What follows belongs to an exercise in optimizing a design on an open flow for small area and a short achievable clock period; a production flow would make more cautious choices. The RTL was checked by simulation tests, not by an equivalence proof against the original design. In every run shown here, the design's own scripts or RTL, not TritonCTS, make the clock network. The clock port is modelled as an ideal driver, which makes a skipped or thinned clock tree look cheaper than it is; a real chip needs a root buffer or a tree. Power and IR drop assume default switching activity.

File: flow/config.mk
export PLATFORM = sky130hd
export DESIGN_NAME = KSA_pipe
export DESIGN_NICKNAME = KSA_pipe
export VERILOG_FILES = /design/flow/design.v
export SDC_FILE = /design/flow/constraint.sdc
export NUM_CORES = 4
export LEC_CHECK = 0
export ABC_AREA = 1
export CAP_MARGIN = 20
export CORE_MARGIN = 2
export CORE_UTILIZATION = 50
export PLACE_DENSITY = 0.65
export SETUP_SLACK_MARGIN = 1.8
export SLEW_MARGIN = 20
File: flow/constraint.sdc
create_clock -name core_clock -period 3.4 [get_ports {clk}]
set_input_delay 0.6800 -clock core_clock [delete_from_list [all_inputs] [get_ports {clk}]]
set_output_delay 0.6800 -clock core_clock [all_outputs]
set_load 0.01 [all_outputs]
File: flow/flow/run.sh
#!/bin/bash
# Layout: the standard flow (standard.sh), with these changes:
#  - synthesis maps no full or half adder cells (ADDER_MAP_FILE empty), so abc
#    maps the adder logic itself;
#  - buffer_ports buffers every port with buf_1, and before the resize step
#    flow/outbuf.tcl makes the output ports' buffers OUTBUF_CELL (buf_2);
#  - after clock tree synthesis flow/clocktree.tcl replaces the tree by a
#    balanced two-level tree (CLKTREE_*: 4 first-level buffers driven straight
#    from the clock port, each driving 4 leaf buffers), then repairs timing as
#    the CTS step does.
# The flow's output goes to standard.log, and ORFS's own logs to orfs/logs.
set -euo pipefail
bash standard.sh ADDER_MAP_FILE= "PRE_RESIZE_TCL=$PWD/flow/outbuf.tcl" "POST_CTS_TCL=$PWD/flow/clocktree.tcl" BUFFER_PORTS_ARGS=-buffer_cell\ sky130_fd_sc_hd__buf_1 CTS_ARGS=-sink_clustering_enable\ -dont_use_dummy_load\ -root_buf\ sky130_fd_sc_hd__clkbuf_16\ -buf_list\ sky130_fd_sc_hd__clkbuf_16\ -sink_clustering_size\ 40\ -sink_clustering_max_diameter\ 200 CLKTREE_CELL=sky130_fd_sc_hd__clkbuf_8 CLKTREE_NLEAF=4 CLKTREE_LEAF_CELL=sky130_fd_sc_hd__clkbuf_4 OUTBUF_CELL=sky130_fd_sc_hd__buf_4 OUTBUF_NEAR_DRIVER=1 finish > standard.log 2>&1
File: flow/flow/clocktree.tcl
set nbuf 4
if {[info exists ::env(CLKTREE_NBUF)]} { set nbuf $::env(CLKTREE_NBUF) }
set bufcell sky130_fd_sc_hd__clkbuf_16
if {[info exists ::env(CLKTREE_CELL)]} { set bufcell $::env(CLKTREE_CELL) }

set db [ord::get_db]
set block [ord::get_db_block]
set port_net [[$block findBTerm clk] getNet]

set sinks {}
foreach inst [$block getInsts] {
  if {[[$inst getMaster] isSequential]} {
    lappend sinks [$inst findITerm CLK]
  }
}
puts "clocktree: [llength $sinks] register clock pins"

# the cells CTS added: drivers of clock nets other than the port's net
set old_insts {}
set old_nets {}
foreach net [$block getNets] {
  if {[$net getSigType] ne "CLOCK" || $net eq $port_net} { continue }
  lappend old_nets $net
  foreach it [$net getITerms] {
    if {[$it isOutputSignal]} { lappend old_insts [$it getInst] }
  }
}
# cells hanging on the port net other than registers (root buffers, loads)
foreach it [$port_net getITerms] {
  set inst [$it getInst]
  if {![[$inst getMaster] isSequential] && [lsearch -exact $old_insts $inst] < 0} {
    lappend old_insts $inst
  }
}
puts "clocktree: removing [llength $old_insts] cells and [llength $old_nets] nets"
foreach s $sinks { $s disconnect }
foreach inst $old_insts { odb::dbInst_destroy $inst }
foreach net $old_nets { odb::dbNet_destroy $net }

# split the registers into nbuf groups of equal size by position
proc loc {it} {
  set b [[$it getInst] getBBox]
  return [list [expr {([$b xMin] + [$b xMax]) / 2}] [expr {([$b yMin] + [$b yMax]) / 2}]]
}
set pts {}
foreach s $sinks { lappend pts [concat [loc $s] [list $s]] }
proc split_groups {pts n axis} {
  if {$n <= 1} { return [list $pts] }
  set sorted [lsort -integer -index $axis $pts]
  set n1 [expr {$n / 2}]
  set cut [expr {[llength $sorted] * $n1 / $n}]
  set a [lrange $sorted 0 [expr {$cut - 1}]]
  set b [lrange $sorted $cut end]
  set nxt [expr {1 - $axis}]
  return [concat [split_groups $a $n1 $nxt] [split_groups $b [expr {$n - $n1}] $nxt]]
}
# first cut along the longer side of the registers' spread
set xs [lsort -integer [lmap p $pts {lindex $p 0}]]
set ys [lsort -integer [lmap p $pts {lindex $p 1}]]
set axis [expr {([lindex $xs end] - [lindex $xs 0]) >= ([lindex $ys end] - [lindex $ys 0]) ? 0 : 1}]
set groups [split_groups $pts $nbuf $axis]

set nleaf 0
if {[info exists ::env(CLKTREE_NLEAF)]} { set nleaf $::env(CLKTREE_NLEAF) }
set leafcell $bufcell
if {[info exists ::env(CLKTREE_LEAF_CELL)]} { set leafcell $::env(CLKTREE_LEAF_CELL) }

proc centre {grp} {
  set sx 0; set sy 0
  foreach p $grp { incr sx [lindex $p 0]; incr sy [lindex $p 1] }
  return [list [expr {$sx / [llength $grp]}] [expr {$sy / [llength $grp]}]]
}
# a buffer of cell type mname at (x, y), input from net in, driving a new net
proc add_buf {name mname in x y} {
  set master [[ord::get_db] findMaster $mname]
  set block [ord::get_db_block]
  set buf [odb::dbInst_create $block $master $name]
  set net [odb::dbNet_create $block "${name}_net"]
  $net setSigType CLOCK
  [$buf findITerm A] connect $in
  [$buf findITerm X] connect $net
  $buf setLocation [expr {$x - [$master getWidth] / 2}] [expr {$y - [$master getHeight] / 2}]
  $buf setPlacementStatus PLACED
  return $net
}

set g 0
foreach grp $groups {
  lassign [centre $grp] cx cy
  if {$nleaf <= 1} {
    set net [add_buf "clktree_buf_$g" $bufcell $port_net $cx $cy]
    foreach p $grp { [lindex $p 2] connect $net }
    puts "clocktree: buffer $g drives [llength $grp] registers at ($cx, $cy)"
  } else {
    # leaves first, so the root sits at the centre of its leaves
    set leaves [split_groups $grp $nleaf [expr {1 - $axis}]]
    set lpts {}
    foreach lg $leaves { lappend lpts [centre $lg] }
    lassign [centre $lpts] rx ry
    set rnet [add_buf "clktree_buf_$g" $bufcell $port_net $rx $ry]
    set l 0
    foreach lg $leaves {
      lassign [centre $lg] lx ly
      set net [add_buf "clktree_buf_${g}_$l" $leafcell $rnet $lx $ly]
      foreach p $lg { [lindex $p 2] connect $net }
      puts "clocktree: buffer ${g}_$l drives [llength $lg] registers at ($lx, $ly)"
      incr l
    }
  }
  incr g
}

detailed_placement
estimate_parasitics -placement
report_clock_skew
if { !$::env(SKIP_CTS_REPAIR_TIMING) } {
  repair_timing_helper
  detailed_placement
}
check_placement -verbose
report_clock_skew
report_wns
File: flow/standard.sh
#!/bin/bash
# synth_recipe.tcl (not shown) runs the flow's synth.tcl, then flattens the netlist and writes it again
# the make line also repeats each setting of config.mk as NAME=value (left out here)
make -C /OpenROAD-flow-scripts/flow DESIGN_CONFIG=/design/flow/config.mk WORK_HOME=/design/flow/orfs CLKGATE_MAP_FILE= SYNTH_SCRIPT=/design/flow/synth_recipe.tcl "${@:-finish}"
File: flow/flow/outbuf.tcl
# Runs before ORFS's resize step (PRE_RESIZE_TCL): the output ports' buffers,
# which buffer_ports made of the smallest buffer, become OUTBUF_CELL; with
# OUTBUF_NEAR_DRIVER=1 each is also moved next to the register that drives it
# (detailed placement legalises it later), so the register drives a short wire
# and the buffer the long one to the port.
set cell sky130_fd_sc_hd__buf_2
if {[info exists ::env(OUTBUF_CELL)]} { set cell $::env(OUTBUF_CELL) }
set near 0
if {[info exists ::env(OUTBUF_NEAR_DRIVER)]} { set near $::env(OUTBUF_NEAR_DRIVER) }
set n 0
foreach bt [[ord::get_db_block] getBTerms] {
  if {[$bt getIoType] ne "OUTPUT"} { continue }
  foreach it [[$bt getNet] getITerms] {
    if {![$it isOutputSignal]} { continue }
    set buf [$it getInst]
    replace_cell [$buf getName] $cell
    incr n
    if {$near} {
      foreach bit [$buf getITerms] {
        if {![$bit isInputSignal]} { continue }
        foreach dit [[$bit getNet] getITerms] {
          if {[$dit isOutputSignal]} {
            set loc [[$dit getInst] getLocation]
            $buf setLocation [lindex $loc 0] [lindex $loc 1]
          }
        }
      }
    }
  }
}
puts "outbuf: $n output port drivers made $cell (moved next to their drivers: $near)"
File: flow/design.v
module KSA (s, x);
   input  [93:0] x;
   output [64:0] s;
   wire s2_g1;
   wire s2_g2;
   wire s2_p3;
   wire s2_g4;
   wire s2_p5;
   wire s2_g6;
   wire s2_p7;
   wire s2_g8;
   wire s2_g9;
   wire s2_g10;
   wire s2_p11;
   wire s2_g12;
   wire s2_p13;
   wire s2_g14;
   wire s2_g15;
   wire s2_g16;
   wire s2_g17;
   assign s2_g1 = x[20] | (x[21] & x[9]);
   assign s2_g2 = x[44] | (x[45] & x[32]);
   assign s2_p3 = x[45] & x[33];
   assign s2_g4 = x[68] | (x[69] & x[56]);
   assign s2_p5 = x[69] & x[57];
   assign s2_g6 = x[92] | (x[93] & x[80]);
   assign s2_p7 = x[93] & x[81];
   assign s2_g8 = x[32] | (x[33] & s2_g1);
   assign s2_g9 = s2_g2 | (s2_p3 & s2_g1);
   assign s2_g10 = x[80] | (x[81] & s2_g4);
   assign s2_p11 = x[81] & s2_p5;
   assign s2_g12 = s2_g6 | (s2_p7 & s2_g4);
   assign s2_p13 = s2_p7 & s2_p5;
   assign s2_g14 = x[56] | (x[57] & s2_g9);
   assign s2_g15 = s2_g4 | (s2_p5 & s2_g9);
   assign s2_g16 = s2_g10 | (s2_p11 & s2_g9);
   assign s2_g17 = s2_g12 | (s2_p13 & s2_g9);
   assign s[0] = x[0];
   assign s[1] = x[1];
   assign s[2] = x[2];
   assign s[3] = x[3];
   assign s[4] = x[4] ^ (x[8]);
   assign s[5] = x[5] ^ ((x[8] & x[4]));
   assign s[6] = x[6] ^ ((x[8] & x[4] & x[5]));
   assign s[7] = x[7] ^ ((x[8] & x[4] & x[5] & x[6]));
   assign s[8] = x[10] ^ ((x[9]));
   assign s[9] = x[11] ^ ((x[10] & x[9]));
   assign s[10] = x[12] ^ ((x[10] & x[11] & x[9]));
   assign s[11] = x[13] ^ ((x[10] & x[11] & x[12] & x[9]));
   assign s[12] = x[14] ^ (x[18] | (x[19] & x[9]));
   assign s[13] = x[15] ^ ((x[18] & x[14]) | (x[19] & x[14] & x[9]));
   assign s[14] = x[16] ^ ((x[18] & x[14] & x[15]) | (x[19] & x[14] & x[15] & x[9]));
   assign s[15] = x[17] ^ ((x[18] & x[14] & x[15] & x[16]) | (x[19] & x[14] & x[15] & x[16] & x[9]));
   assign s[16] = x[22] ^ ((s2_g1));
   assign s[17] = x[23] ^ ((x[22] & s2_g1));
   assign s[18] = x[24] ^ ((x[22] & x[23] & s2_g1));
   assign s[19] = x[25] ^ ((x[22] & x[23] & x[24] & s2_g1));
   assign s[20] = x[26] ^ (x[30] | (x[31] & s2_g1));
   assign s[21] = x[27] ^ ((x[30] & x[26]) | (x[31] & x[26] & s2_g1));
   assign s[22] = x[28] ^ ((x[30] & x[26] & x[27]) | (x[31] & x[26] & x[27] & s2_g1));
   assign s[23] = x[29] ^ ((x[30] & x[26] & x[27] & x[28]) | (x[31] & x[26] & x[27] & x[28] & s2_g1));
   assign s[24] = x[34] ^ ((s2_g8));
   assign s[25] = x[35] ^ ((x[34] & s2_g8));
   assign s[26] = x[36] ^ ((x[34] & x[35] & s2_g8));
   assign s[27] = x[37] ^ ((x[34] & x[35] & x[36] & s2_g8));
   assign s[28] = x[38] ^ (x[42] | (x[43] & s2_g8));
   assign s[29] = x[39] ^ ((x[42] & x[38]) | (x[43] & x[38] & s2_g8));
   assign s[30] = x[40] ^ ((x[42] & x[38] & x[39]) | (x[43] & x[38] & x[39] & s2_g8));
   assign s[31] = x[41] ^ ((x[42] & x[38] & x[39] & x[40]) | (x[43] & x[38] & x[39] & x[40] & s2_g8));
   assign s[32] = x[46] ^ ((s2_g9));
   assign s[33] = x[47] ^ ((x[46] & s2_g9));
   assign s[34] = x[48] ^ ((x[46] & x[47] & s2_g9));
   assign s[35] = x[49] ^ ((x[46] & x[47] & x[48] & s2_g9));
   assign s[36] = x[50] ^ (x[54] | (x[55] & s2_g9));
   assign s[37] = x[51] ^ ((x[54] & x[50]) | (x[55] & x[50] & s2_g9));
   assign s[38] = x[52] ^ ((x[54] & x[50] & x[51]) | (x[55] & x[50] & x[51] & s2_g9));
   assign s[39] = x[53] ^ ((x[54] & x[50] & x[51] & x[52]) | (x[55] & x[50] & x[51] & x[52] & s2_g9));
   assign s[40] = x[58] ^ ((s2_g14));
   assign s[41] = x[59] ^ ((x[58] & s2_g14));
   assign s[42] = x[60] ^ ((x[58] & x[59] & s2_g14));
   assign s[43] = x[61] ^ ((x[58] & x[59] & x[60] & s2_g14));
   assign s[44] = x[62] ^ (x[66] | (x[67] & s2_g14));
   assign s[45] = x[63] ^ ((x[66] & x[62]) | (x[67] & x[62] & s2_g14));
   assign s[46] = x[64] ^ ((x[66] & x[62] & x[63]) | (x[67] & x[62] & x[63] & s2_g14));
   assign s[47] = x[65] ^ ((x[66] & x[62] & x[63] & x[64]) | (x[67] & x[62] & x[63] & x[64] & s2_g14));
   assign s[48] = x[70] ^ ((s2_g15));
   assign s[49] = x[71] ^ ((x[70] & s2_g15));
   assign s[50] = x[72] ^ ((x[70] & x[71] & s2_g15));
   assign s[51] = x[73] ^ ((x[70] & x[71] & x[72] & s2_g15));
   assign s[52] = x[74] ^ (x[78] | (x[79] & s2_g15));
   assign s[53] = x[75] ^ ((x[78] & x[74]) | (x[79] & x[74] & s2_g15));
   assign s[54] = x[76] ^ ((x[78] & x[74] & x[75]) | (x[79] & x[74] & x[75] & s2_g15));
   assign s[55] = x[77] ^ ((x[78] & x[74] & x[75] & x[76]) | (x[79] & x[74] & x[75] & x[76] & s2_g15));
   assign s[56] = x[82] ^ ((s2_g16));
   assign s[57] = x[83] ^ ((x[82] & s2_g16));
   assign s[58] = x[84] ^ ((x[82] & x[83] & s2_g16));
   assign s[59] = x[85] ^ ((x[82] & x[83] & x[84] & s2_g16));
   assign s[60] = x[86] ^ (x[90] | (x[91] & s2_g16));
   assign s[61] = x[87] ^ ((x[90] & x[86]) | (x[91] & x[86] & s2_g16));
   assign s[62] = x[88] ^ ((x[90] & x[86] & x[87]) | (x[91] & x[86] & x[87] & s2_g16));
   assign s[63] = x[89] ^ ((x[90] & x[86] & x[87] & x[88]) | (x[91] & x[86] & x[87] & x[88] & s2_g16));
   assign s[64] = x[92] | (x[93] & s2_g16);
endmodule
module KSA_pipe(s, a, b, c, clk);
   input [63:0] a;
   input [63:0] b;
   input        c;
   input        clk;
   output [64:0] s;
   wire [93:0] x;
   reg  [93:0] xr;
   wire [64:0] sOut;
   reg  [64:0] sr;
   wire p0_1;
   wire p0_2;
   wire p0_3;
   wire p0_4;
   wire g0_5;
   wire g0_6;
   wire g0_7;
   wire g0_8;
   wire g0_9;
   wire c0_g10;
   wire c0_g11;
   wire c0_g12;
   wire p1_13;
   wire p1_14;
   wire p1_15;
   wire p1_16;
   wire g1_17;
   wire g1_18;
   wire g1_19;
   wire g1_20;
   wire c1_g21;
   wire c1_g22;
   wire c1_g23;
   wire bp1_24;
   wire q0_g25;
   wire p2_26;
   wire p2_27;
   wire p2_28;
   wire p2_29;
   wire g2_30;
   wire g2_31;
   wire g2_32;
   wire g2_33;
   wire c2_g34;
   wire c2_g35;
   wire c2_g36;
   wire bp2_37;
   wire p3_38;
   wire p3_39;
   wire p3_40;
   wire p3_41;
   wire g3_42;
   wire g3_43;
   wire g3_44;
   wire g3_45;
   wire c3_g46;
   wire c3_g47;
   wire c3_g48;
   wire bp3_49;
   wire q1_g50;
   wire q1_p51;
   wire p4_52;
   wire p4_53;
   wire p4_54;
   wire p4_55;
   wire g4_56;
   wire g4_57;
   wire g4_58;
   wire g4_59;
   wire c4_g60;
   wire c4_g61;
   wire c4_g62;
   wire bp4_63;
   wire p5_64;
   wire p5_65;
   wire p5_66;
   wire p5_67;
   wire g5_68;
   wire g5_69;
   wire g5_70;
   wire g5_71;
   wire c5_g72;
   wire c5_g73;
   wire c5_g74;
   wire bp5_75;
   wire q2_g76;
   wire q2_p77;
   wire p6_78;
   wire p6_79;
   wire p6_80;
   wire p6_81;
   wire g6_82;
   wire g6_83;
   wire g6_84;
   wire g6_85;
   wire c6_g86;
   wire c6_g87;
   wire c6_g88;
   wire bp6_89;
   wire p7_90;
   wire p7_91;
   wire p7_92;
   wire p7_93;
   wire g7_94;
   wire g7_95;
   wire g7_96;
   wire g7_97;
   wire c7_g98;
   wire c7_g99;
   wire c7_g100;
   wire bp7_101;
   wire q3_g102;
   wire q3_p103;
   wire p8_104;
   wire p8_105;
   wire p8_106;
   wire p8_107;
   wire g8_108;
   wire g8_109;
   wire g8_110;
   wire g8_111;
   wire c8_g112;
   wire c8_g113;
   wire c8_g114;
   wire bp8_115;
   wire p9_116;
   wire p9_117;
   wire p9_118;
   wire p9_119;
   wire g9_120;
   wire g9_121;
   wire g9_122;
   wire g9_123;
   wire c9_g124;
   wire c9_g125;
   wire c9_g126;
   wire bp9_127;
   wire q4_g128;
   wire q4_p129;
   wire p10_130;
   wire p10_131;
   wire p10_132;
   wire p10_133;
   wire g10_134;
   wire g10_135;
   wire g10_136;
   wire g10_137;
   wire c10_g138;
   wire c10_g139;
   wire c10_g140;
   wire bp10_141;
   wire p11_142;
   wire p11_143;
   wire p11_144;
   wire p11_145;
   wire g11_146;
   wire g11_147;
   wire g11_148;
   wire g11_149;
   wire c11_g150;
   wire c11_g151;
   wire c11_g152;
   wire bp11_153;
   wire q5_g154;
   wire q5_p155;
   wire p12_156;
   wire p12_157;
   wire p12_158;
   wire p12_159;
   wire g12_160;
   wire g12_161;
   wire g12_162;
   wire g12_163;
   wire c12_g164;
   wire c12_g165;
   wire c12_g166;
   wire bp12_167;
   wire p13_168;
   wire p13_169;
   wire p13_170;
   wire p13_171;
   wire g13_172;
   wire g13_173;
   wire g13_174;
   wire g13_175;
   wire c13_g176;
   wire c13_g177;
   wire c13_g178;
   wire bp13_179;
   wire q6_g180;
   wire q6_p181;
   wire p14_182;
   wire p14_183;
   wire p14_184;
   wire p14_185;
   wire g14_186;
   wire g14_187;
   wire g14_188;
   wire g14_189;
   wire c14_g190;
   wire c14_g191;
   wire c14_g192;
   wire bp14_193;
   wire p15_194;
   wire p15_195;
   wire p15_196;
   wire p15_197;
   wire g15_198;
   wire g15_199;
   wire g15_200;
   wire g15_201;
   wire c15_g202;
   wire c15_g203;
   wire c15_g204;
   wire bp15_205;
   wire q7_g206;
   wire q7_p207;
   assign p0_1 = a[0] ^ b[0];
   assign p0_2 = a[1] ^ b[1];
   assign p0_3 = a[2] ^ b[2];
   assign p0_4 = a[3] ^ b[3];
   assign g0_5 = a[0] & b[0];
   assign g0_6 = a[1] & b[1];
   assign g0_7 = a[2] & b[2];
   assign g0_8 = a[3] & b[3];
   assign g0_9 = g0_5 | (p0_1 & c);
   assign c0_g10 = g0_6 | (p0_2 & g0_9);
   assign c0_g11 = g0_7 | (p0_3 & c0_g10);
   assign c0_g12 = g0_8 | (p0_4 & c0_g11);
   assign p1_13 = a[4] ^ b[4];
   assign p1_14 = a[5] ^ b[5];
   assign p1_15 = a[6] ^ b[6];
   assign p1_16 = a[7] ^ b[7];
   assign g1_17 = a[4] & b[4];
   assign g1_18 = a[5] & b[5];
   assign g1_19 = a[6] & b[6];
   assign g1_20 = a[7] & b[7];
   assign c1_g21 = g1_18 | (p1_14 & g1_17);
   assign c1_g22 = g1_19 | (p1_15 & c1_g21);
   assign c1_g23 = g1_20 | (p1_16 & c1_g22);
   assign bp1_24 = p1_13 & p1_14 & p1_15 & p1_16;
   assign q0_g25 = c1_g23 | (bp1_24 & c0_g12);
   assign p2_26 = a[8] ^ b[8];
   assign p2_27 = a[9] ^ b[9];
   assign p2_28 = a[10] ^ b[10];
   assign p2_29 = a[11] ^ b[11];
   assign g2_30 = a[8] & b[8];
   assign g2_31 = a[9] & b[9];
   assign g2_32 = a[10] & b[10];
   assign g2_33 = a[11] & b[11];
   assign c2_g34 = g2_31 | (p2_27 & g2_30);
   assign c2_g35 = g2_32 | (p2_28 & c2_g34);
   assign c2_g36 = g2_33 | (p2_29 & c2_g35);
   assign bp2_37 = p2_26 & p2_27 & p2_28 & p2_29;
   assign p3_38 = a[12] ^ b[12];
   assign p3_39 = a[13] ^ b[13];
   assign p3_40 = a[14] ^ b[14];
   assign p3_41 = a[15] ^ b[15];
   assign g3_42 = a[12] & b[12];
   assign g3_43 = a[13] & b[13];
   assign g3_44 = a[14] & b[14];
   assign g3_45 = a[15] & b[15];
   assign c3_g46 = g3_43 | (p3_39 & g3_42);
   assign c3_g47 = g3_44 | (p3_40 & c3_g46);
   assign c3_g48 = g3_45 | (p3_41 & c3_g47);
   assign bp3_49 = p3_38 & p3_39 & p3_40 & p3_41;
   assign q1_g50 = c3_g48 | (bp3_49 & c2_g36);
   assign q1_p51 = bp3_49 & bp2_37;
   assign p4_52 = a[16] ^ b[16];
   assign p4_53 = a[17] ^ b[17];
   assign p4_54 = a[18] ^ b[18];
   assign p4_55 = a[19] ^ b[19];
   assign g4_56 = a[16] & b[16];
   assign g4_57 = a[17] & b[17];
   assign g4_58 = a[18] & b[18];
   assign g4_59 = a[19] & b[19];
   assign c4_g60 = g4_57 | (p4_53 & g4_56);
   assign c4_g61 = g4_58 | (p4_54 & c4_g60);
   assign c4_g62 = g4_59 | (p4_55 & c4_g61);
   assign bp4_63 = p4_52 & p4_53 & p4_54 & p4_55;
   assign p5_64 = a[20] ^ b[20];
   assign p5_65 = a[21] ^ b[21];
   assign p5_66 = a[22] ^ b[22];
   assign p5_67 = a[23] ^ b[23];
   assign g5_68 = a[20] & b[20];
   assign g5_69 = a[21] & b[21];
   assign g5_70 = a[22] & b[22];
   assign g5_71 = a[23] & b[23];
   assign c5_g72 = g5_69 | (p5_65 & g5_68);
   assign c5_g73 = g5_70 | (p5_66 & c5_g72);
   assign c5_g74 = g5_71 | (p5_67 & c5_g73);
   assign bp5_75 = p5_64 & p5_65 & p5_66 & p5_67;
   assign q2_g76 = c5_g74 | (bp5_75 & c4_g62);
   assign q2_p77 = bp5_75 & bp4_63;
   assign p6_78 = a[24] ^ b[24];
   assign p6_79 = a[25] ^ b[25];
   assign p6_80 = a[26] ^ b[26];
   assign p6_81 = a[27] ^ b[27];
   assign g6_82 = a[24] & b[24];
   assign g6_83 = a[25] & b[25];
   assign g6_84 = a[26] & b[26];
   assign g6_85 = a[27] & b[27];
   assign c6_g86 = g6_83 | (p6_79 & g6_82);
   assign c6_g87 = g6_84 | (p6_80 & c6_g86);
   assign c6_g88 = g6_85 | (p6_81 & c6_g87);
   assign bp6_89 = p6_78 & p6_79 & p6_80 & p6_81;
   assign p7_90 = a[28] ^ b[28];
   assign p7_91 = a[29] ^ b[29];
   assign p7_92 = a[30] ^ b[30];
   assign p7_93 = a[31] ^ b[31];
   assign g7_94 = a[28] & b[28];
   assign g7_95 = a[29] & b[29];
   assign g7_96 = a[30] & b[30];
   assign g7_97 = a[31] & b[31];
   assign c7_g98 = g7_95 | (p7_91 & g7_94);
   assign c7_g99 = g7_96 | (p7_92 & c7_g98);
   assign c7_g100 = g7_97 | (p7_93 & c7_g99);
   assign bp7_101 = p7_90 & p7_91 & p7_92 & p7_93;
   assign q3_g102 = c7_g100 | (bp7_101 & c6_g88);
   assign q3_p103 = bp7_101 & bp6_89;
   assign p8_104 = a[32] ^ b[32];
   assign p8_105 = a[33] ^ b[33];
   assign p8_106 = a[34] ^ b[34];
   assign p8_107 = a[35] ^ b[35];
   assign g8_108 = a[32] & b[32];
   assign g8_109 = a[33] & b[33];
   assign g8_110 = a[34] & b[34];
   assign g8_111 = a[35] & b[35];
   assign c8_g112 = g8_109 | (p8_105 & g8_108);
   assign c8_g113 = g8_110 | (p8_106 & c8_g112);
   assign c8_g114 = g8_111 | (p8_107 & c8_g113);
   assign bp8_115 = p8_104 & p8_105 & p8_106 & p8_107;
   assign p9_116 = a[36] ^ b[36];
   assign p9_117 = a[37] ^ b[37];
   assign p9_118 = a[38] ^ b[38];
   assign p9_119 = a[39] ^ b[39];
   assign g9_120 = a[36] & b[36];
   assign g9_121 = a[37] & b[37];
   assign g9_122 = a[38] & b[38];
   assign g9_123 = a[39] & b[39];
   assign c9_g124 = g9_121 | (p9_117 & g9_120);
   assign c9_g125 = g9_122 | (p9_118 & c9_g124);
   assign c9_g126 = g9_123 | (p9_119 & c9_g125);
   assign bp9_127 = p9_116 & p9_117 & p9_118 & p9_119;
   assign q4_g128 = c9_g126 | (bp9_127 & c8_g114);
   assign q4_p129 = bp9_127 & bp8_115;
   assign p10_130 = a[40] ^ b[40];
   assign p10_131 = a[41] ^ b[41];
   assign p10_132 = a[42] ^ b[42];
   assign p10_133 = a[43] ^ b[43];
   assign g10_134 = a[40] & b[40];
   assign g10_135 = a[41] & b[41];
   assign g10_136 = a[42] & b[42];
   assign g10_137 = a[43] & b[43];
   assign c10_g138 = g10_135 | (p10_131 & g10_134);
   assign c10_g139 = g10_136 | (p10_132 & c10_g138);
   assign c10_g140 = g10_137 | (p10_133 & c10_g139);
   assign bp10_141 = p10_130 & p10_131 & p10_132 & p10_133;
   assign p11_142 = a[44] ^ b[44];
   assign p11_143 = a[45] ^ b[45];
   assign p11_144 = a[46] ^ b[46];
   assign p11_145 = a[47] ^ b[47];
   assign g11_146 = a[44] & b[44];
   assign g11_147 = a[45] & b[45];
   assign g11_148 = a[46] & b[46];
   assign g11_149 = a[47] & b[47];
   assign c11_g150 = g11_147 | (p11_143 & g11_146);
   assign c11_g151 = g11_148 | (p11_144 & c11_g150);
   assign c11_g152 = g11_149 | (p11_145 & c11_g151);
   assign bp11_153 = p11_142 & p11_143 & p11_144 & p11_145;
   assign q5_g154 = c11_g152 | (bp11_153 & c10_g140);
   assign q5_p155 = bp11_153 & bp10_141;
   assign p12_156 = a[48] ^ b[48];
   assign p12_157 = a[49] ^ b[49];
   assign p12_158 = a[50] ^ b[50];
   assign p12_159 = a[51] ^ b[51];
   assign g12_160 = a[48] & b[48];
   assign g12_161 = a[49] & b[49];
   assign g12_162 = a[50] & b[50];
   assign g12_163 = a[51] & b[51];
   assign c12_g164 = g12_161 | (p12_157 & g12_160);
   assign c12_g165 = g12_162 | (p12_158 & c12_g164);
   assign c12_g166 = g12_163 | (p12_159 & c12_g165);
   assign bp12_167 = p12_156 & p12_157 & p12_158 & p12_159;
   assign p13_168 = a[52] ^ b[52];
   assign p13_169 = a[53] ^ b[53];
   assign p13_170 = a[54] ^ b[54];
   assign p13_171 = a[55] ^ b[55];
   assign g13_172 = a[52] & b[52];
   assign g13_173 = a[53] & b[53];
   assign g13_174 = a[54] & b[54];
   assign g13_175 = a[55] & b[55];
   assign c13_g176 = g13_173 | (p13_169 & g13_172);
   assign c13_g177 = g13_174 | (p13_170 & c13_g176);
   assign c13_g178 = g13_175 | (p13_171 & c13_g177);
   assign bp13_179 = p13_168 & p13_169 & p13_170 & p13_171;
   assign q6_g180 = c13_g178 | (bp13_179 & c12_g166);
   assign q6_p181 = bp13_179 & bp12_167;
   assign p14_182 = a[56] ^ b[56];
   assign p14_183 = a[57] ^ b[57];
   assign p14_184 = a[58] ^ b[58];
   assign p14_185 = a[59] ^ b[59];
   assign g14_186 = a[56] & b[56];
   assign g14_187 = a[57] & b[57];
   assign g14_188 = a[58] & b[58];
   assign g14_189 = a[59] & b[59];
   assign c14_g190 = g14_187 | (p14_183 & g14_186);
   assign c14_g191 = g14_188 | (p14_184 & c14_g190);
   assign c14_g192 = g14_189 | (p14_185 & c14_g191);
   assign bp14_193 = p14_182 & p14_183 & p14_184 & p14_185;
   assign p15_194 = a[60] ^ b[60];
   assign p15_195 = a[61] ^ b[61];
   assign p15_196 = a[62] ^ b[62];
   assign p15_197 = a[63] ^ b[63];
   assign g15_198 = a[60] & b[60];
   assign g15_199 = a[61] & b[61];
   assign g15_200 = a[62] & b[62];
   assign g15_201 = a[63] & b[63];
   assign c15_g202 = g15_199 | (p15_195 & g15_198);
   assign c15_g203 = g15_200 | (p15_196 & c15_g202);
   assign c15_g204 = g15_201 | (p15_197 & c15_g203);
   assign bp15_205 = p15_194 & p15_195 & p15_196 & p15_197;
   assign q7_g206 = c15_g204 | (bp15_205 & c14_g192);
   assign q7_p207 = bp15_205 & bp14_193;
   assign x[0] = p0_1 ^ c;
   assign x[1] = p0_2 ^ g0_9;
   assign x[2] = p0_3 ^ c0_g10;
   assign x[3] = p0_4 ^ c0_g11;
   assign x[4] = p1_13;
   assign x[5] = p1_14 ^ g1_17;
   assign x[6] = p1_15 ^ c1_g21;
   assign x[7] = p1_16 ^ c1_g22;
   assign x[8] = c0_g12;
   assign x[9] = q0_g25;
   assign x[10] = p2_26;
   assign x[11] = p2_27 ^ g2_30;
   assign x[12] = p2_28 ^ c2_g34;
   assign x[13] = p2_29 ^ c2_g35;
   assign x[14] = p3_38;
   assign x[15] = p3_39 ^ g3_42;
   assign x[16] = p3_40 ^ c3_g46;
   assign x[17] = p3_41 ^ c3_g47;
   assign x[18] = c2_g36;
   assign x[19] = bp2_37;
   assign x[20] = q1_g50;
   assign x[21] = q1_p51;
   assign x[22] = p4_52;
   assign x[23] = p4_53 ^ g4_56;
   assign x[24] = p4_54 ^ c4_g60;
   assign x[25] = p4_55 ^ c4_g61;
   assign x[26] = p5_64;
   assign x[27] = p5_65 ^ g5_68;
   assign x[28] = p5_66 ^ c5_g72;
   assign x[29] = p5_67 ^ c5_g73;
   assign x[30] = c4_g62;
   assign x[31] = bp4_63;
   assign x[32] = q2_g76;
   assign x[33] = q2_p77;
   assign x[34] = p6_78;
   assign x[35] = p6_79 ^ g6_82;
   assign x[36] = p6_80 ^ c6_g86;
   assign x[37] = p6_81 ^ c6_g87;
   assign x[38] = p7_90;
   assign x[39] = p7_91 ^ g7_94;
   assign x[40] = p7_92 ^ c7_g98;
   assign x[41] = p7_93 ^ c7_g99;
   assign x[42] = c6_g88;
   assign x[43] = bp6_89;
   assign x[44] = q3_g102;
   assign x[45] = q3_p103;
   assign x[46] = p8_104;
   assign x[47] = p8_105 ^ g8_108;
   assign x[48] = p8_106 ^ c8_g112;
   assign x[49] = p8_107 ^ c8_g113;
   assign x[50] = p9_116;
   assign x[51] = p9_117 ^ g9_120;
   assign x[52] = p9_118 ^ c9_g124;
   assign x[53] = p9_119 ^ c9_g125;
   assign x[54] = c8_g114;
   assign x[55] = bp8_115;
   assign x[56] = q4_g128;
   assign x[57] = q4_p129;
   assign x[58] = p10_130;
   assign x[59] = p10_131 ^ g10_134;
   assign x[60] = p10_132 ^ c10_g138;
   assign x[61] = p10_133 ^ c10_g139;
   assign x[62] = p11_142;
   assign x[63] = p11_143 ^ g11_146;
   assign x[64] = p11_144 ^ c11_g150;
   assign x[65] = p11_145 ^ c11_g151;
   assign x[66] = c10_g140;
   assign x[67] = bp10_141;
   assign x[68] = q5_g154;
   assign x[69] = q5_p155;
   assign x[70] = p12_156;
   assign x[71] = p12_157 ^ g12_160;
   assign x[72] = p12_158 ^ c12_g164;
   assign x[73] = p12_159 ^ c12_g165;
   assign x[74] = p13_168;
   assign x[75] = p13_169 ^ g13_172;
   assign x[76] = p13_170 ^ c13_g176;
   assign x[77] = p13_171 ^ c13_g177;
   assign x[78] = c12_g166;
   assign x[79] = bp12_167;
   assign x[80] = q6_g180;
   assign x[81] = q6_p181;
   assign x[82] = p14_182;
   assign x[83] = p14_183 ^ g14_186;
   assign x[84] = p14_184 ^ c14_g190;
   assign x[85] = p14_185 ^ c14_g191;
   assign x[86] = p15_194;
   assign x[87] = p15_195 ^ g15_198;
   assign x[88] = p15_196 ^ c15_g202;
   assign x[89] = p15_197 ^ c15_g203;
   assign x[90] = c14_g192;
   assign x[91] = bp14_193;
   assign x[92] = q7_g206;
   assign x[93] = q7_p207;
   always @(posedge clk)
     xr <= x;
   KSA adder (.s(sOut), .x(xr));
   always @(posedge clk)
     sr <= sOut;
   assign s = sr;
endmodule
==> results of run 1 <==
-- power by group --
part	total [mW]	switching, mW	internal [mW]
Sequential	2.32	0.134	2.19
Clock	0.841	0.514	0.327
Combinational	0.959	0.507	0.452
-- per-layer routing --
layer  track usage  share of wire
met1        0.1970           0.44
met2        0.3053           0.46
met3       0.06224          0.084
met4       0.07302          0.023
met5             0              0
-- worst max-delay path by stage --
| stage | cells past startpoint | slack, ns | start | end |
|---|---|---|---|---|
| global placement | 10 | 1.59 | b[33] | xr[56]$_DFF_P_ |
| floorplan | 9 | 1.80 | b[9] | xr[20]$_DFF_P_ |
| detailed placement | 10 | 1.57 | b[33] | xr[56]$_DFF_P_ |
| finish | 10 | 1.93 | b[41] | xr[68]$_DFF_P_ |
| global route | 8 | 1.82 | xr[9]$_DFF_P_ | sr[29]$_DFF_P_ |
-- cell usage in the layout, fill, tap and decap left out --
cell type	synthesis	routed
nor3_1	9	9
nand2_2	2	2
nor4_1	7	7
a21boi_2	2	2
inv_1	74	74
buf_4	0	65
and3_1	1	1
inv_2	1	1
nand4_1	11	11
nand2_1	211	211
o21ai_1	0	2
a21o_1	2	2
dfxtp_1	159	159
o21ai_0	15	13
o21ai_4	1	1
xnor2_1	20	20
buf_1	0	129
nand2_4	2	2
xor2_1	103	103
a21oi_1	21	21
a21oi_4	0	1
clkbuf_4	0	16
nand3_2	3	3
clkbuf_8	0	4
or2_2	7	7
nor2_1	73	73
nand3_1	27	27
-- registers in the layout, summed over array words and instances, names as in the netlist --
register / count
xr: 94
sr: 65
-- metrics by stage --
stage | area, µm² | total power, mW | setup WS (ns)
after floorplan | 6259 | 2.869 | 1.805
after global placement | 7197 | 3.177 | 1.591
after detailed placement | 7441 | 3.339 | 1.569
after global routing | 7624 | 4.397 | 1.816
final | 7624 | 4.124 | 1.930
-- layout make-up --
cell class / instances / share of cell area
Sequential cell: 159 / 0.4175
Inverter: 75 / 0.03693
Tap cell: 168 / 0.02757
Multi-Input combinational cell: 518 / 0.3675
Buffer: 20 / 0.02298
Timing Repair Buffer: 194 / 0.1275
-- critical path, delay by kind of cell --
kind | cells | cell delay (ns)
buf+inv | 1 | 0.08
simple gates | 8 | 0.79
compound gates | 1 | 0.13
-- cell families (layout without fill, tap and decap cells) --
| kind of cell | after synthesis | in the layout | share of synthesized area |
|---|---|---|---|
| simple gates | 353 | 353 | 0.2355 |
| xor+xnor | 123 | 123 | 0.1721 |
| buf+inv | 75 | 289 | 0.04498 |
| compound gates | 42 | 42 | 0.03878 |
| flops | 159 | 159 | 0.5086 |
==> run summary, run 1 <==
- Status: timing/DRC/antenna clean
- YS warnings: 1
- Die Span X: 115.9 µm
- Total GRT Usage: 0.1761
- I/O pins: 195
- Syn Inst Count: between 700 and 800
- Max incr delay on CP: approximately 0.30 ns
- Filler cells: 1130
- Cell Area, Synth: around 6300 µm²
- Critical Path AT: 1.68 ns
- Worst path required time: 3.61 ns
- Worst-Margin Slew: approximately 0.38 ns
- Worst vdd ir: roughly 0.00031 V
- CP max FO: 2
- DIE HEIGHT: between 100 and 150 µm
- Startpoint Class: input pin
- Largest net degree at the start of global routing: 11
- Register Area: between 3000 and 4000 µm²
- Row cnt: 40
- Starting Density: 0.5167
- Post-Syn Nets: between 800 and 900
- FF-to-FF path depth: 6
- Final core occ: 0.6294
- Starting DRT DRC Count: approximately 140
- Placeable Area: approximately 12000 µm²
- CP dominant cell by count: nand2_1
- RePlAce Congestion: 0.7781
- Leakage: ~3.8 nW
- Post-synth top flop: dfxtp_1
- Post-synth top cells: nand2_1 (211), dfxtp_1 (159), xor2_1 (103)
- Initial antenna violation count: 0
- First-pass GRT wire length: 18.83 mm
- HP Class: register to register
- Final Slew Violations: 0
- Number of library cell types mapped by synthesis: 22
- Placed instance count: between 1k and 1.5k
- RSZ-0062 raised after global routing: no
- Final hold vios: 0
- R2R Path Start: xr[9]$_DFF_P_
- PwrDens: ~540 nW/µm²
- Largest cells by area after synthesis: dfxtp_1 (51%), xor2_1 (14%), nand2_1 (13%)
- Fin cells: between 1k and 1.5k
- Vias in the first global route: between 4k and 5k
- Clock sink count: between 150 and 200
- Max-Cap Viols: 0
- Clock skew: 0.02131 ns
- Die area: around 13000 µm²
- Total Nets Final: between 1k and 1.5k
- Rel. slew slack: 0.7449
- Minimum clock period: 1.470 ns
- Share of cells above drive strength 1: 0.1077
- Final HPWL DP: about 9.6 mm
- Post-synth top area cell: dfxtp_1
- Cells on Worst Hold Path: 0
- Crit. End Element: register
- Latest clock arrival within the worst-skew pair: ~0.31 ns
- Diodes inserted: 0
- Async set-or-reset flop fraction in the synthesized netlist: 0
- HP Start: xr[1]$_DFF_P_
- Hold WS: around 0.33 ns
- WHS Endpoint: sr[1]$_DFF_P_
- Worst-path clk slew: approximately 0.1 ns
- DRT Pass-1 Iters: 4
- # DRC: 0
- DR vias/cell: 4.353
- Sequential-to-total area share from yosys stat: 0.5086
- DRT Wirelength: about 12 mm
- Vias: 4936
- Max Fclk: between 0.6 and 0.7 GHz
- Most common cell in the netlist: nand2_1
- Critical path type: input pin to register
- # setup viols final: 0
- Capture point of the worst reg-to-reg path: sr[57]$_DFF_P_
- Multi-input logic area: about 2800 µm²
- Antenna-violating nets left: 0
- Syn Area/Cell: 8.322 µm²
- Congestion Overflow GR: 0
- R2r setup slk: between 1.5 and 2 ns
- Tcrit/Tclk final: 0.4322
- CP cell instances: buf_1, or2_2, nand2_1, o21ai_0, nand2_1, nand2_1, nand2_1, nand2_1, nand2_1, nand2_1
- Register bit total from synthesis: between 150 and 200
- Area share of the largest cell type after synthesis: 0.5086
- Post-synth EDFFs: 0
- CP max-delay cell: or2_2
- Average routed wire per standard cell: 10.25 µm
- I/O Buffers: between 150 and 200
- Area Growth Syn to Fin: 21.81%
- Setup TNS: 0 ns
==> run 2, diff against run 1 <==
==> flow/flow/run.sh (replaced) <==
#!/bin/bash
# Layout: the standard flow (standard.sh), with these changes:
#  - synthesis maps no full or half adder cells (ADDER_MAP_FILE empty), so abc
#    maps the adder logic itself;
#  - buffer_ports buffers every port with buf_1, and before the resize step
#    flow/outbuf.tcl makes the output ports' buffers OUTBUF_CELL (buf_2);
#  - after clock tree synthesis flow/clocktree.tcl replaces the tree by a
#    balanced two-level tree (CLKTREE_*: 4 first-level buffers driven straight
#    from the clock port, each driving 4 leaf buffers), then repairs timing as
#    the CTS step does.
# The flow's output goes to standard.log, and ORFS's own logs to orfs/logs.
set -euo pipefail
bash standard.sh ADDER_MAP_FILE= "PRE_RESIZE_TCL=$PWD/flow/outbuf.tcl" "POST_CTS_TCL=$PWD/flow/clocktree.tcl" BUFFER_PORTS_ARGS=-buffer_cell\ sky130_fd_sc_hd__buf_1 CTS_ARGS=-sink_clustering_enable\ -dont_use_dummy_load\ -root_buf\ sky130_fd_sc_hd__clkbuf_16\ -buf_list\ sky130_fd_sc_hd__clkbuf_16\ -sink_clustering_size\ 40\ -sink_clustering_max_diameter\ 200 CLKTREE_CELL=sky130_fd_sc_hd__clkbuf_8 CLKTREE_NLEAF=4 CLKTREE_LEAF_CELL=sky130_fd_sc_hd__clkbuf_4 OUTBUF_CELL=sky130_fd_sc_hd__buf_2 OUTBUF_NEAR_DRIVER=1 finish > standard.log 2>&1
==> run 2 against run 1 <==
- wire length fell by 1.4%
- via count fell by 0.24%
- largest cell class unchanged
- critical path depth decreased by 9
==> run summary, run 2 <==
- Post-synth EDFFs: 0 (unchanged)
- Internal cell power: 2.878 mW (was 2.968 mW)
- R2R Path Start: xr[9]$_DFF_P_ (unchanged)
- Most common cell in the netlist: nand2_1 (unchanged)
- RSZ-0062 raised after global routing: no (unchanged)
- Largest net degree at the start of global routing: 11 (unchanged)
- Initial antenna violation count: 0 (unchanged)
- Switching power share of the total: 0.2844 (was 0.2801)
- Critical Path AT: 0.78 ns (was 1.68 ns)
- PwrDens: 539.1 nW/µm² (was 540.9 nW/µm²)
- DRT Pass-1 Iters: 4 (unchanged)
- Combinational power share: 0.216 (was 0.233)
- Filler cells: 1188 (was 1130)
- Cells on Worst Hold Path: 0 (unchanged)
- Antenna-violating nets left: 0 (unchanged)
- Critical path type: register to output pin (was input pin to register)
- Capture point of the worst reg-to-reg path: sr[55]$_DFF_P_ (was sr[57]$_DFF_P_)
- Worst vdd ir: 0.0002769 V (was 0.0003112 V)
- Sequential-to-total area share from yosys stat: 0.5086 (unchanged)
- Die Span X: 115.9 µm (unchanged)
- Async set-or-reset flop fraction in the synthesized netlist: 0 (unchanged)
- Stages on the worst setup path: 1 (was 10)
- Reg power frac: 0.575 (was 0.563)
- Most frequent cells in the layout: nand2_1 (211), dfxtp_1 (159), buf_1 (129) (unchanged)
- Pre-CTS setup slack: 1.576 ns (was 1.569 ns)
- Setup TNS: 0 ns (unchanged)
- Post-Syn Nets: 882 (unchanged)
- Max Fclk: 0.6870 GHz (was 0.6805 GHz)
- Routed met3 length: 874 µm (was 978 µm)
- Most common cell after layout, fill and taps aside: nand2_1 (unchanged)
- Status: timing/DRC/antenna clean (unchanged)
- Metal-1 WL: 5.152 mm (was 5.059 mm)
- P_sw: 1.144 mW (was 1.155 mW)
- Worst path required time: 2.72 ns (was 3.61 ns)
- DR vias/cell: 4.342 (was 4.353)
- Worst-path clk slew: 0.10 ns (about the same)
- Minimum clock period: 1.456 ns (was 1.470 ns)
- DIE HEIGHT: 115.9 µm (unchanged)
- # DRC: 0 (unchanged)
- Biggest register: xr (unchanged)
- Area Growth Syn to Fin: 19.21% (was 21.81%)
- Vias: 4924 (was 4936)
- Starting Density: 0.5167 (unchanged)
- Vias in the first global route: 4453 (was 4462)
- Met2 routed WL: 5.173 mm (was 5.319 mm)
- Diodes inserted: 0 (unchanged)
- Number of flip-flops in the largest register: 94 (unchanged)
- Critical path's top delay family: flip-flops (was simple AND/OR/NAND/NOR gates)
- HP Start: xr[0]$_DFF_P_ (was xr[1]$_DFF_P_)
- I/O pins: 195 (unchanged)
- Register bit total from synthesis: 159 (unchanged)
- Share of cells above drive strength 1: 0.1077 (unchanged)
- Crit. End Element: output pin (was register)
- CP cell instances: buf_2 (was buf_1, or2_2, nand2_1, o21ai_0, nand2_1, nand2_1, nand2_1, nand2_1, nand2_1, nand2_1)
- Final HPWL DP: 9.375 mm (was 9.581 mm)
- RePlAce Congestion: 0.7781 (unchanged)
- Final Slew Violations: 0 (unchanged)
- Die area: 13430 µm² (unchanged)
- Post-synth top area cell: dfxtp_1 (unchanged)
- DRT Wirelength: 11.46 mm (was 11.63 mm)
- Max incr delay on CP: 0.34 ns (was 0.30 ns)
- Average routed wire per standard cell: 10.11 µm (was 10.25 µm)
- Syn Area/Cell: 8.322 µm² (unchanged)
- Clock skew: 0.02061 ns (was 0.02131 ns)
- CP bufs+invs: 1 (unchanged)
- FF-to-FF path depth: 8 (was 6)
- Startpoint Class: register (was input pin)
- Leakage: 3.703 nW (was 3.762 nW)
- Rel. slew slack: 0.7622 (was 0.7449)
- CP max-delay cell: dfxtp_1 (was or2_2)
- Syn Inst Count: 752 (unchanged)
- Final hold vios: 0 (unchanged)
- Cell Area, Synth: 6259 µm² (unchanged)
- Max-Cap Viols: 0 (unchanged)
- Latest clock arrival within the worst-skew pair: 0.31 ns (about the same)
- Total GRT Usage: 0.1743 (was 0.1761)
- HP Class: register to register (unchanged)
- YS warnings: 1 (unchanged)
- First-pass GRT wire length: 18.67 mm (was 18.83 mm)
- Starting DRT DRC Count: 176 (was 142)
- Clock sink count: 159 (unchanged)
- WHS Endpoint: sr[0]$_DFF_P_ (was sr[1]$_DFF_P_)
- Placeable Area: 12110 µm² (unchanged)
- Tcrit/Tclk final: 0.4281 (was 0.4322)
- I/O Buffers: 194 (unchanged)
- Number of library cell types mapped by synthesis: 22 (unchanged)
- Area share of the largest cell type after synthesis: 0.5086 (unchanged)
- Worst-Margin Slew: 0.3534 ns (was 0.3791 ns)
- Regs by FF count: xr: 94 flops, sr: 65 flops (unchanged)
- Highest routing layer actually used: met4 (unchanged)
- Clock Power Share: 0.210 (was 0.204)
- Final setup margin: 1.944 ns (was 1.930 ns)
- Row cnt: 40 (unchanged)
- Congestion Overflow GR: 0 (unchanged)
- CP max FO: 1 (was 2)
- Post-synth top flop: dfxtp_1 (unchanged)
- Post-synth top cells: nand2_1 (211), dfxtp_1 (159), xor2_1 (103) (unchanged)
- Total Nets Final: 1098 (unchanged)
- R2r setup slk: 1.97 ns (about the same)
- # setup viols final: 0 (unchanged)
- Largest cells by area after synthesis: dfxtp_1 (51%), xor2_1 (14%), nand2_1 (13%) (unchanged)
==> run 2: cell types whose count changed in the layout (fill, tap and decap cells not counted) <==
| cell | previous run | this run |
|---|---|---|
| buf_2 | 0 | 65 |
| buf_4 | 65 | 0 |
==> run 2: cell type report <==
type,count,area (µm²),share of cell area
Inverter,75,281.5,0.03773
Multi-Input combinational cell,518,2801,0.3755
Tap cell,168,210.2,0.02817
Timing Repair Buffer,194,809.5,0.1085
Sequential cell,159,3183,0.4266
Buffer,20,175.2,0.02348
==> run 2: cells by family (layout without fill, tap and decap cells) <==
kind of cell              count (synthesis)  count (layout)  share of synthesized area
and+or+nand+nor                         353             353                     0.2355
DFF                                     159             159                     0.5086
xor gates and xnor gates                123             123                     0.1721
buffers and inverters                    75             289                    0.04498
AOI/OAI and AO/OA                        42              42                    0.03878
==> run 2: worst max path at each step <==
stage                         from              to  slack, ns
floorplan                     b[9]  xr[20]$_DFF_P_       1.80
global placement             b[33]  xr[56]$_DFF_P_       1.59
detailed placement           b[33]  xr[56]$_DFF_P_       1.58
global route                 b[57]  xr[92]$_DFF_P_       1.84
finish              sr[15]$_DFF_P_           s[15]       1.94
==> run 2: power by group through the flow <==
stage / Clock, mW / Sequential [mW] / Combinational, mW
finish: 0.843 / 2.31 / 0.868
floorplan: 0 / 2.44 / 0.432
global route: 0.959 / 2.35 / 0.989
global placement: 0 / 2.36 / 0.815
detailed placement: 0 / 2.35 / 0.879
==> run 2: layer usage <==
| layer | vias to the layer above | track usage |
|---|---|---|
| li1 | 2756 | - |
| met4 | 0 | 0.06825 |
| met2 | 133 | 0.2940 |
| met1 | 2010 | 0.2078 |
| met3 | 25 | 0.05492 |
| met5 | - | 0 |
==> run 2: metrics by stage <==
step           instances  hold WS [ns]  cell area, µm²  total power, mW  utilization
5_1_grt             1134        0.3376            7461            4.298       0.6160
3_3_place_gp        1114        0.3100            7197            3.177       0.5942
3_5_place_dp        1114        0.3128            7278            3.233       0.6009
2_1_floorplan        752        0.3096            6259            2.869            -
6_report            1134        0.3317            7461            4.022       0.6160
==> run 3, diff against run 2 <==
--- a/flow/flow/run.sh
+++ b/flow/flow/run.sh
@@ -3,7 +3,8 @@
 #  - synthesis maps no full or half adder cells (ADDER_MAP_FILE empty), so abc
 #    maps the adder logic itself;
 #  - buffer_ports buffers every port with buf_1, and before the resize step
-#    flow/outbuf.tcl makes the output ports' buffers OUTBUF_CELL (buf_2);
+#    flow/outbuf.tcl makes the output ports' buffers OUTBUF_CELL (buf_2) and
+#    moves each next to the register that drives it (OUTBUF_NEAR_DRIVER);
 #  - after clock tree synthesis flow/clocktree.tcl replaces the tree by a
 #    balanced two-level tree (CLKTREE_*: 4 first-level buffers driven straight
 #    from the clock port, each driving 4 leaf buffers), then repairs timing as
==> run 3 against run 2 <==
- wire length stayed put
- hold slack stayed put
- power stayed put
- utilization stayed put
- synthesized area stayed put
- register-to-register slack hardly changed
- clock skew stayed put
- combinational power hardly changed
- still clean on timing, DRC and antenna
- synthesized cell count stayed put
==> run summary, run 3 <==
- Minimum clock period: 1.456 ns (unchanged)
- R2R Path Start: xr[9]$_DFF_P_ (unchanged)
- Die area: 13430 µm² (unchanged)
- Clock skew: 0.02061 ns (unchanged)
- Area Growth Syn to Fin: 19.21% (unchanged)
- Final Slew Violations: 0 (unchanged)
- Register bit total from synthesis: 159 (unchanged)
- Placeable Area: 12110 µm² (unchanged)
- Vias: 4924 (unchanged)
- Pre-CTS setup slack: 1.576 ns (unchanged)
- Stages on the worst setup path: 1 (unchanged)
- Syn Area/Cell: 8.322 µm² (unchanged)
- Setup TNS: 0 ns (unchanged)
- Vias in the first global route: 4453 (unchanged)
- Die Span X: 115.9 µm (unchanged)
- I/O Buffers: 194 (unchanged)
- CP max FO: 1 (unchanged)
- Most frequent cells in the layout: nand2_1 (211), dfxtp_1 (159), buf_1 (129) (unchanged)
- Status: timing/DRC/antenna clean (unchanged)
- Initial antenna violation count: 0 (unchanged)
- Diodes inserted: 0 (unchanged)
- Switching power share of the total: 0.2844 (unchanged)
- Total Nets Final: 1098 (unchanged)
- Worst-Margin Slew: 0.3534 ns (unchanged)
- Cell Area, Synth: 6259 µm² (unchanged)
- Max incr delay on CP: 0.34 ns (about the same)
- Filler cells: 1188 (unchanged)
- Final setup margin: 1.944 ns (unchanged)
- DRT Wirelength: 11.46 mm (unchanged)
- Total GRT Usage: 0.1743 (unchanged)
- Crit. End Element: output pin (unchanged)
- YS warnings: 1 (unchanged)
- FF-to-FF path depth: 8 (unchanged)
- Rel. slew slack: 0.7622 (unchanged)
- Leakage: 3.703 nW (unchanged)
- RSZ-0062 raised after global routing: no (unchanged)
- DR vias/cell: 4.342 (unchanged)
- CP cell instances: buf_2 (unchanged)
- Reg power frac: 0.575 (about the same)
- Starting Density: 0.5167 (unchanged)
- Number of library cell types mapped by synthesis: 22 (unchanged)
- Critical Path AT: 0.78 ns (about the same)
- Tcrit/Tclk final: 0.4281 (unchanged)
- R2r setup slk: 1.97 ns (about the same)
- Async set-or-reset flop fraction in the synthesized netlist: 0 (unchanged)
- P_sw: 1.144 mW (unchanged)
- Biggest register: xr (unchanged)
- Row cnt: 40 (unchanged)
- Final core occ: 0.6160 (unchanged)
- Post-synth EDFFs: 0 (unchanged)
- WHS Endpoint: sr[0]$_DFF_P_ (unchanged)
- Sequential-to-total area share from yosys stat: 0.5086 (unchanged)
- Startpoint Class: register (unchanged)
- Regs by FF count: xr: 94 flops, sr: 65 flops (unchanged)
- Max Fclk: 0.6870 GHz (unchanged)
- Average routed wire per standard cell: 10.11 µm (unchanged)
- Post-synth top area cell: dfxtp_1 (unchanged)
- Post-synth top cells: nand2_1 (211), dfxtp_1 (159), xor2_1 (103) (unchanged)
- Capture point of the worst reg-to-reg path: sr[55]$_DFF_P_ (unchanged)
- HP Class: register to register (unchanged)
- HP Start: xr[0]$_DFF_P_ (unchanged)
- First-pass GRT wire length: 18.67 mm (unchanged)
- Starting DRT DRC Count: 176 (unchanged)
- Final HPWL DP: 9.375 mm (unchanged)
- Most common cell after layout, fill and taps aside: nand2_1 (unchanged)
- DP Area: 7278 µm² (unchanged)
- Antenna-violating nets left: 0 (unchanged)
- # setup viols final: 0 (unchanged)
- Cells on Worst Hold Path: 0 (unchanged)
- CP max-delay cell: dfxtp_1 (unchanged)
- DIE HEIGHT: 115.9 µm (unchanged)
- I/O pins: 195 (unchanged)
- Share of cells above drive strength 1: 0.1077 (unchanged)
- Most common cell in the netlist: nand2_1 (unchanged)
- Worst vdd ir: 0.0002769 V (unchanged)
- # DRC: 0 (unchanged)
- Latest clock arrival within the worst-skew pair: 0.31 ns (about the same)
- Post-Syn Nets: 882 (unchanged)
- Number of flip-flops in the largest register: 94 (unchanged)
- Largest net degree at the start of global routing: 11 (unchanged)
- Worst-path clk slew: 0.10 ns (about the same)
- Largest cells by area after synthesis: dfxtp_1 (51%), xor2_1 (14%), nand2_1 (13%) (unchanged)
- Worst path required time: 2.72 ns (about the same)
- Combinational power share: 0.216 (about the same)
- Clock Power Share: 0.210 (about the same)
- Max-Cap Viols: 0 (unchanged)
- Syn Inst Count: 752 (unchanged)
- Congestion Overflow GR: 0 (unchanged)
- RePlAce Congestion: 0.7781 (unchanged)
- Final hold vios: 0 (unchanged)
- Critical path type: register to output pin (unchanged)
- PwrDens: 539.1 nW/µm² (unchanged)
- Critical path's top delay family: flip-flops (unchanged)
- Area share of the largest cell type after synthesis: 0.5086 (unchanged)
- CP bufs+invs: 1 (unchanged)
- Internal cell power: 2.878 mW (unchanged)
- Clock sink count: 159 (unchanged)
- Finished Cell Area: 7461 µm² (unchanged)
- Post-synth top flop: dfxtp_1 (unchanged)
- DRT Pass-1 Iters: 4 (unchanged)
## run 3: cell counts after synthesis
No cell type changed its count.
## run 3: cell type report
class / count / area, µm² / share of cell area
buffer: 20 / 175.2 / 0.02348
timing repair buffer: 194 / 809.5 / 0.1085
tap: 168 / 210.2 / 0.02817
multi-input combinational: 518 / 2801 / 0.3755
sequential: 159 / 3183 / 0.4266
inverter: 75 / 281.5 / 0.03773
## run 3: logic make-up after synthesis
family / Yosys count / share of synthesized area
AO/OA/AOI/OAI: 42 / 0.03878
AND/OR/NAND/NOR: 353 / 0.2355
flip-flops: 159 / 0.5086
XOR/XNOR: 123 / 0.1721
buffers and inverters: 75 / 0.04498
## run 3: worst max-delay path by stage
stage	startpoint	endpoint	slack (ns)
final	sr[15]$_DFF_P_	s[15]	1.94
after global routing	b[57]	xr[92]$_DFF_P_	1.84
after detailed placement	b[33]	xr[56]$_DFF_P_	1.58
after global placement	b[33]	xr[56]$_DFF_P_	1.59
after floorplan	b[9]	xr[20]$_DFF_P_	1.80
## run 3: power by group through the flow
stage	Combinational, mW	Clock, mW	Sequential [mW]
2_1_floorplan	0.432	0	2.44
3_3_place_gp	0.815	0	2.36
3_5_place_dp	0.879	0	2.35
5_1_grt	0.989	0.959	2.35
6_report	0.868	0.843	2.31
## run 3: per-stage QoR
stage	hold slack [ns]	total power, mW	cells
5_1_grt	0.3376	4.298	1134
3_3_place_gp	0.3100	3.177	1114
6_report	0.3317	4.022	1134
3_5_place_dp	0.3128	3.233	1114
2_1_floorplan	0.3096	2.869	752
## run 3: metal layers
layer  vias to the layer above  track usage  share of wire
met1                      2010       0.2078           0.45
met2                       133       0.2940           0.45
met3                        25      0.05492          0.076
met4                         0      0.06825          0.023
li1                       2756            -              -
met5                         -            0              0

==> re-timing with driven ports <==
The results above use ideal ports. As a check the final layouts listed here were re-extracted and re-timed, cells and wires unchanged. Step 1 sets driving cells, clkbuf_16 on the clock port and buf_2 on the other inputs (assumed; they add their load-dependent delay and slew). Step 2 times the ports against the registers' clock, not the clock port: input delays grow and output delays shrink by t, the midpoint of the rising clock arrivals with the driver on. Slacks: ideal ports / drivers / drivers and shift; pairs: ideal ports / drivers.
run | t, ns | setup slack, ns | worst data-port slew with drivers (ns)
run 1 | 0.364 | 1.930 / 1.879 / 1.612 | 0.06
run 2 | 0.358 | 1.944 / 1.881 / 1.627 | 0.06
run 3 | 0.358 | 1.944 / 1.881 / 1.627 | 0.06
After both steps setup and hold are still met in every run listed. For run 1, which loses most, drivers alone change the setup slack by -0.051 ns; drivers and shift together by -0.318 ns.
